This design comes from an exercise in tuning for small area, a short achievable clock period and few clock cycles per item on the open sky130 flow, not from production work. Only simulation tests tie the RTL to the original design; equivalence was not proved. No activity file was given, so power comes from the tool's default toggle rates.

==> inputs of run a <==
// barnsley
module barnsley #(
    parameter FP_WIDTH = 25,
    parameter FP_INT = 5
    ) (
    input  wire clk,
    input  wire reset,
    output wire [19:0] iter_max,
    input  wire iter_change,
    output reg  done,
    output wire complete,
    output wire signed [FP_WIDTH-1:0] xn,
    output reg  signed [FP_WIDTH-1:0] yn
    );
    reg  [13:0] n;           
    reg  [1:0]  lvl;         
    reg         iter_reg;
    always @(posedge clk)
        iter_reg <= iter_change;
    wire iter_button = iter_change & ~iter_reg;
    assign iter_max = (lvl == 2'd0) ? 20'd1000 :
                      (lvl == 2'd1) ? 20'd4000 :
                      (lvl == 2'd2) ? 20'd7000 : 20'd10000;
    assign complete = (n == iter_max[13:0]);
    wire gen = ~complete;
    wire [13:0] n_d = n + {13'd0, gen};
    wire [1:0] lvl_d = (iter_button && lvl != 2'd3) ? lvl + 2'd1 : lvl;
    wire hold = (n_d == ((lvl_d == 2'd0) ? 14'd1000 :
                         (lvl_d == 2'd1) ? 14'd4000 :
                         (lvl_d == 2'd2) ? 14'd7000 : 14'd10000));
    wire [31-1:0] ctl;
    random random_inst(.clk(clk), .reset(reset), .request(gen), .hold(hold), .ctl(ctl));
    reg  [23-1:0] x;
    assign xn = {{2{x[22]}}, x};
    wire [23-1:0] x_nxt;
    wire [FP_WIDTH-1:0] y_nxt;
    mul step_inst(.x(x), .y(yn), .ctl(ctl), .xo(x_nxt), .yo(y_nxt));
    always @(posedge clk or posedge reset) begin
        if (reset) begin
            n <= 0; done <= 0;
            lvl <= 0;
        end else begin
            lvl <= lvl_d;
            done <= gen;
            n <= n_d;
        end
    end
    always @(posedge clk) begin
        x  <= x_nxt;
        yn <= y_nxt;
    end
endmodule
==> flow/config.mk <==
export PLATFORM = sky130hd
export DESIGN_NAME = barnsley
export DESIGN_NICKNAME = barnsley
export VERILOG_FILES = /design/flow/design.v
export SDC_FILE = /design/flow/constraint.sdc
export NUM_CORES = 4
export LEC_CHECK = 0
export CAP_MARGIN = 50
export CORE_MARGIN = 2
export CORE_UTILIZATION = 40
export SLEW_MARGIN = 75
export SYNTH_HIERARCHICAL = 1
==> flow/constraint.sdc <==
create_clock -name core_clock -period 15.0 [get_ports {clk}]
set_input_delay 3.0000 -clock core_clock [delete_from_list [all_inputs] [get_ports {clk}]]
set_output_delay 3.0000 -clock core_clock [all_outputs]
set_load 0.01 [all_outputs]
standard.sh (not shown) runs the stock make flow with config.mk's settings and CLKGATE_MAP_FILE= SYNTH_SCRIPT=/design/flow/synth_recipe.tcl, a recipe that flattens the netlist after the stock synthesis.
==> flow/flow/run.sh <==
#!/bin/bash
set -e
cp standard.sh standard.sh.txt
export SETUP_SLACK_MARGIN=9
bash standard.sh > standard.log 2>&1
==> run b: changes against run a <==
==> flow/flow/run.sh (replaced) <==
#!/bin/bash
set -e
cp standard.sh standard.sh.txt
export SETUP_SLACK_MARGIN=8
bash standard.sh > standard.log 2>&1
==> run c: changes against run a <==
--- a/flow/config.mk
+++ b/flow/config.mk
@@ -7,6 +7,6 @@
 export LEC_CHECK = 0
-export CAP_MARGIN = 50
+export CAP_MARGIN = 20
 export CORE_MARGIN = 2
 export CORE_UTILIZATION = 40
-export SLEW_MARGIN = 75
+export SLEW_MARGIN = 20
 export SYNTH_HIERARCHICAL = 1
==> notes <==
In area after synthesis, run b and run a do not differ. First-iteration DRC count: run b < run c < run a. Clock power: run b < run c < run a. Of run b and run a, run a has the higher count of clock-buffer cells in the layout (gap 3). Sequential cell count is the same in run b and run c.
Testbench counts of run a, summed over its fixed seeds: cycles 80,000, points 80,000.
Testbench counts of run b, summed over its fixed seeds: cycles 80,000, points 80,000.
Testbench counts of run c, summed over its fixed seeds: cycles 80,000, points 80,000.


==> inputs of job 8397 <==
barnsley, a different RTL version from the one above (not shown whole).
==> flow/design.v (excerpt) <==
module barnsley #(
    parameter FP_WIDTH = 25,
    parameter FP_INT = 5
    ) (
    input  wire clk,
    input  wire reset,
    output wire [19:0] iter_max,
    input  wire iter_change,
    output reg  done,
    output wire complete,
    output wire signed [FP_WIDTH-1:0] xn,
    output reg  signed [FP_WIDTH-1:0] yn
    );
==> flow/config.mk <==
export PLATFORM = sky130hd
export DESIGN_NAME = barnsley
export DESIGN_NICKNAME = barnsley
export VERILOG_FILES = /design/flow/design.v
export SDC_FILE = /design/flow/constraint.sdc
export NUM_CORES = 4
export LEC_CHECK = 0
export CAP_MARGIN = 20
export CORE_MARGIN = 2
export CORE_UTILIZATION = 40
export SLEW_MARGIN = 20
export SYNTH_HIERARCHICAL = 1
==> flow/constraint.sdc <==
create_clock -name core_clock -period 15.0 [get_ports {clk}]
set_input_delay 3.0000 -clock core_clock [delete_from_list [all_inputs] [get_ports {clk}]]
set_output_delay 3.0000 -clock core_clock [all_outputs]
set_load 0.01 [all_outputs]
==> flow/flow/run.sh <==
#!/bin/bash
set -e
cp standard.sh standard.sh.txt
export SETUP_SLACK_MARGIN=9
bash standard.sh > standard.log 2>&1
==> job 3892: changes against job 8397 <==
==> flow/flow/run.sh (replaced) <==
#!/bin/bash
set -e
cp standard.sh standard.sh.txt
export SETUP_SLACK_MARGIN=9.5
bash standard.sh > standard.log 2>&1
==> notes.md <==
item	job 8397	job 3892
Outcome	no timing/DRC/antenna violations	no timing/DRC/antenna violations
Power attributed to combinational cells	117 uW	165 uW
Data arrival time of the critical path	6.51 ns	6.49 ns
Post-route minimum period	6.15 ns	6.13 ns
Number of buffers inserted by post-CTS setup repair	45	76
Met2 GRT Util	44.3%	45.0%
Total wire length after detailed routing	124000 um	127000 um
Hold Path End	n[0]$_DFF_PP0_	random_inst.mnext[2]$_DFF_PP0_
DRT iter0 DRCs	2675	3046
CP max stage delay	0.61 ns	0.56 ns
Power spent charging and discharging nets	243 uW	273 uW
Met3 Wirelength	12800 um	13500 um
Gpl congestion	1.01	1.02
Antenna diode instance count	0	2
Share of cell area taken by flip-flops and latches	7.15%	7.04%
Fraction of area in multi-input gates	79.6%	78.5%
Total power consumption of the routed design	877 uW	905 uW
Final cell utilization of the core	45.1%	46.2%
WHS	0.556 ns	0.561 ns
Worst path slowest cell	sky130_fd_sc_hd__fa_1	sky130_fd_sc_hd__dfrtp_4
Routed WL per cell	27.2 um	27.4 um
Beginning of the worst hold path	n[0]$_DFF_PP0_	random_inst.mnext[2]$_DFF_PP0_
Slew @ Worst Pin	0.880 ns	0.839 ns
Placed Instances	4471	4468
Testbench counts of job 8397, summed over its fixed seeds: cycles 80,000, points 80,000.
Testbench counts of job 3892, summed over its fixed seeds: cycles 80,000, points 80,000.


==> job 5307 <==
Starting RTL as in the previous note.
export LEC_CHECK = 0
export CAP_MARGIN = 20
export CORE_MARGIN = 2
export CORE_UTILIZATION = 40
export SLEW_MARGIN = 20
export SYNTH_HIERARCHICAL = 1
create_clock -name core_clock -period 15.0 [get_ports {clk}]
==> flow/flow/run.sh <==
#!/bin/bash
set -e
cp standard.sh standard.sh.txt
export SETUP_SLACK_MARGIN=8.5
bash standard.sh > standard.log 2>&1
==> job 4663 (differences from job 5307) <==
==> flow/flow/run.sh (replaced) <==
#!/bin/bash
set -e
cp standard.sh standard.sh.txt
export SETUP_SLACK_MARGIN=9
bash standard.sh > standard.log 2>&1
--- a/flow/config.mk
+++ b/flow/config.mk
@@ -6,7 +6,7 @@
 export NUM_CORES = 4
 export LEC_CHECK = 0
-export CAP_MARGIN = 20
+export CAP_MARGIN = 50
 export CORE_MARGIN = 2
 export CORE_UTILIZATION = 40
-export SLEW_MARGIN = 20
+export SLEW_MARGIN = 75
 export SYNTH_HIERARCHICAL = 1
==> job 6210 (differences from job 5307) <==
==> flow/flow/run.sh (replaced) <==
#!/bin/bash
set -e
cp standard.sh standard.sh.txt
export SETUP_SLACK_MARGIN=9
bash standard.sh > standard.log 2>&1
--- a/flow/config.mk
+++ b/flow/config.mk
@@ -8,5 +8,5 @@
 export CAP_MARGIN = 20
 export CORE_MARGIN = 2
-export CORE_UTILIZATION = 40
+export CORE_UTILIZATION = 30
 export SLEW_MARGIN = 20
 export SYNTH_HIERARCHICAL = 1
==> notes.md <==
- Between job 5307 and job 4663, the lower routed wire length is in job 5307 (gap 0.94%, measured against job 4663).
- Maximum frequency, highest first: job 6210, job 4663, job 5307.
- The lowest combinational power belongs to job 6210, the highest to job 4663.
- Hold slack, highest first: job 4663, job 6210, job 5307.
- First-iteration DRC count: job 5307 < job 4663 < job 6210.
- Flip-flop and latch count is the same in job 6210 and job 5307.
- In synthesized cell count, job 5307 and job 4663 do not differ.
- Via count, lowest first: job 5307, job 4663, job 6210.
==> figures <==
| metric | job 6210 | job 5307 | job 4663 |
|---|---|---|---|
| Pin count of the biggest net entering global routing | 43 | 62 | 44 |
| Number of cells on the critical path | 20 | 20 | 22 |
| Reported net switching power | 238.6 uW | 268.3 uW | 244.0 uW |
| Required time worst endpoint | 15.36 ns | 15.40 ns | 15.36 ns |
| Number of placed instances with taps included | 4829 | 4473 | 4537 |
| Beginning of the critical path | random_inst.ctl[2] | yn[17] | random_inst.ctl[0] |
| Maximum fanout along the worst path | 10 | 12 | 7 |
| Status | no timing/DRC/antenna violations | no timing/DRC/antenna violations | no timing/DRC/antenna violations |
| Max transition margin | 52.35% | 40.14% | - |
| Wire length of the first global-routing pass | 192700 um | 184100 um | 186600 um |
| Worst reg-to-reg path cell count | 20 | 20 | 22 |
| Capturing point of the worst reg2reg path | yn[24] | yn[18] | yn[24] |
| Count of inserted tapcells | 1512 | 1155 | 1155 |
| CP most frequent cell | sky130_fd_sc_hd__fa_1 | sky130_fd_sc_hd__fa_1 | sky130_fd_sc_hd__fa_2 |
| Endpoint with the worst hold slack | random_inst.mnext[2] | random_inst.mnext[2] | n[0] |
| Final clock-cell share | 1.554% | 1.547% | 1.440% |
| Final area over synthesized area | 1.1677x | 1.0899x | 1.1504x |
| Number of nets at the end of the flow | 4599 | 4538 | 4642 |
Testbench counts of job 5307, summed over its fixed seeds: cycles 80,000, points 80,000.
Testbench counts of job 4663, summed over its fixed seeds: cycles 80,000, points 80,000.
Testbench counts of job 6210, summed over its fixed seeds: cycles 80,000, points 80,000.


==> v10: inputs <==
barnsley with an RTL version that a note above also has.
==> flow/config.mk <==
export PLATFORM = sky130hd
export DESIGN_NAME = barnsley
export DESIGN_NICKNAME = barnsley
export VERILOG_FILES = /design/flow/design.v
export SDC_FILE = /design/flow/constraint.sdc
export NUM_CORES = 4
export LEC_CHECK = 0
export CAP_MARGIN = 35
export CORE_MARGIN = 2
export CORE_UTILIZATION = 40
export SLEW_MARGIN = 50
export SYNTH_HIERARCHICAL = 1
==> flow/constraint.sdc <==
create_clock -name core_clock -period 15.0 [get_ports {clk}]
set_input_delay 3.0000 -clock core_clock [delete_from_list [all_inputs] [get_ports {clk}]]
set_output_delay 3.0000 -clock core_clock [all_outputs]
set_load 0.01 [all_outputs]
==> flow/flow/run.sh <==
#!/bin/bash
set -e
cp standard.sh standard.sh.txt
export SETUP_SLACK_MARGIN=9
bash standard.sh > standard.log 2>&1
==> v23: changes against v10 <==
==> flow/run.sh (new file) <==
#!/bin/bash
# synth_recipe.tcl (not shown) runs the flow's synth.tcl, then flattens the netlist and writes it again
# the make line also repeats each setting of config.mk as NAME=value (left out here)
make -C /OpenROAD-flow-scripts/flow DESIGN_CONFIG=/design/flow/config.mk WORK_HOME=/design/flow/orfs CLKGATE_MAP_FILE= SYNTH_SCRIPT=/design/flow/synth_recipe.tcl finish
--- a/flow/config.mk
+++ b/flow/config.mk
@@ -8,5 +8,5 @@
 export CAP_MARGIN = 35
 export CORE_MARGIN = 2
 export CORE_UTILIZATION = 40
-export SLEW_MARGIN = 50
+export SLEW_MARGIN = 60
 export SYNTH_HIERARCHICAL = 1
removed: flow/flow/run.sh
removed: flow/standard.sh
==> notes <==
v10 finished clean. v23 went through all stages and came out clean.
Synthesized cell count is the same in v23 and v10.
Between v10 and v23, the lower via count is in v23 (gap 5.1%, measured against v23).
Of v23 and v10, v10 has the higher non-clock buffer count (gap 154).
Against v23, the first-iteration DRC count of v10 is larger by about 18%.
Of v10 and v23, v10 has the higher routed wire length (gap 8.0%, measured against v23).
Synthesized area is the same in v23 and v10.
In v10 the critical path depth is lower than in v23, by 1.
Testbench counts of v10, summed over its fixed seeds: cycles 80,000, points 80,000.
Testbench counts of v23, summed over its fixed seeds: cycles 80,000, points 80,000.


==> exp/amber <==
Starting RTL as in the previous note.
Settings: LEC_CHECK=0, CAP_MARGIN=50, CORE_MARGIN=2, CORE_UTILIZATION=40, SLEW_MARGIN=75, SYNTH_HIERARCHICAL=1; clock period 15.0 ns.
run.sh (not shown) runs the stock make flow with config.mk's settings and CLKGATE_MAP_FILE= SYNTH_SCRIPT=/design/flow/synth_recipe.tcl, a recipe that flattens the netlist after the stock synthesis.
Stock flow here: none of the scripts above is used.
==> inputs of exp/maple, as changes to exp/amber <==
==> flow/flow/run.sh (new file) <==
#!/bin/bash
set -e
cp standard.sh standard.sh.txt
export SETUP_SLACK_MARGIN=10
bash standard.sh > standard.log 2>&1
==> flow/standard.sh (new file) <==
#!/bin/bash
# synth_recipe.tcl (not shown) runs the flow's synth.tcl, then flattens the netlist and writes it again
# the make line also repeats each setting of config.mk as NAME=value (left out here)
make -C /OpenROAD-flow-scripts/flow DESIGN_CONFIG=/design/flow/config.mk WORK_HOME=/design/flow/orfs CLKGATE_MAP_FILE= SYNTH_SCRIPT=/design/flow/synth_recipe.tcl "${@:-finish}"
removed: flow/run.sh
==> qor summary <==
metric                                                                                exp/maple                exp/amber
Switching Fraction                                                                       28.83%                   30.46%
Fraction of area in clock buffers and inverters                                          1.300%                   1.470%
Outcome                                                                 complete, no violations  complete, no violations
Last weighted congestion value of the routability-driven placer                           1.013                    1.018
Non-clock buffer count                                                                      401                      205
Wire length of the first global-routing pass                                         213,000 um               202,000 um
Max FO, Critical Path                                                                        15                       39
Combinational group share of total power                                                  17.1%                    12.2%
Cell-internal power                                                                 0.0007166 W              0.0006565 W
Placed Instance Area                                                                40,250 um^2              39,560 um^2
Final total power                                                                    0.001007 W              0.0009440 W
Proportion of layout cells with a drive suffix above 1                                   24.47%                   10.22%
Hold WS                                                                               0.5073 ns                0.4761 ns
Count of routing violations after the opening detailed-route iteration                    3,880                    3,309
Fraction of standard cell area in multi-input logic                                      75.52%                   78.82%
Routed length on met2                                                                 65,430 um                60,330 um
Clock power share                                                                         44.8%                    47.2%
Final standard cell utilization of the core                                              49.07%                   44.13%
Combinational logic power                                                            0.000172 W               0.000115 W
Cell area after layout                                                              45,050 um^2              40,510 um^2
Worst-path cell with the longest stage delay                                               fa_2                     fa_1
Power per standard cell area                                                      22.35 nW/um^2            23.30 nW/um^2
Bufs and invs on worst path                                                                   5                        7
Testbench counts of exp/amber, summed over its fixed seeds: cycles 80,000, points 80,000.
Testbench counts of exp/maple, summed over its fixed seeds: cycles 80,000, points 80,000.

-- port drivers added, routing unchanged --
The flow's constraints put no driver on any port. The routed layouts listed below were extracted and timed again, unchanged, in two steps.
Step 1: set_driving_cell puts a clkbuf_16 on clk and a buf_2 on each other input, an assumption about the parent block.
Step 2 also shifts input and output timing later by t, the mid clock arrival at the registers, as if the neighbouring blocks saw the same clock.
Three values: no drivers, after step 1, after step 2; two values: the first two.
run | t, ns | setup slack, ns | worst register clock-pin slew, ns | worst slew at a driven data input, ns
run a | 0.579 | 8.586 / 8.586 / 8.586 | 0.10 / 0.10 | 0.03
run b | 0.556 | 8.114 / 8.114 / 8.114 | 0.09 / 0.09 | 0.03
run c | 0.583 | 8.530 / 8.530 / 8.530 | 0.11 / 0.11 | 0.04
job 8397 | 0.536 | 8.854 / 8.854 / 8.666 | 0.07 / 0.07 | 0.03
job 3892 | 0.531 | 8.874 / 8.874 / 8.874 | 0.07 / 0.07 | 0.03
job 5307 | 0.542 | 8.522 / 8.522 / 8.522 | 0.09 / 0.09 | 0.03
job 4663 | 0.538 | 8.827 / 8.827 / 8.692 | 0.06 / 0.06 | 0.03
job 6210 | 0.529 | 8.915 / 8.915 / 8.840 | 0.07 / 0.07 | 0.03
v10 | 0.587 | 8.604 / 8.604 / 8.604 | 0.10 / 0.10 | 0.04
v23 | 0.559 | 7.465 / 7.465 / 7.465 | 0.09 / 0.09 | 0.03
exp/amber | 0.558 | 7.811 / 7.811 / 7.811 | 0.09 / 0.09 | 0.03
exp/maple | 0.581 | 8.672 / 8.672 / 8.672 | 0.10 / 0.10 | 0.04
After both steps every run listed still meets setup and hold. For job 8397, which loses most, drivers alone change the setup slack by 0.000 ns; drivers and shift together by -0.188 ns.
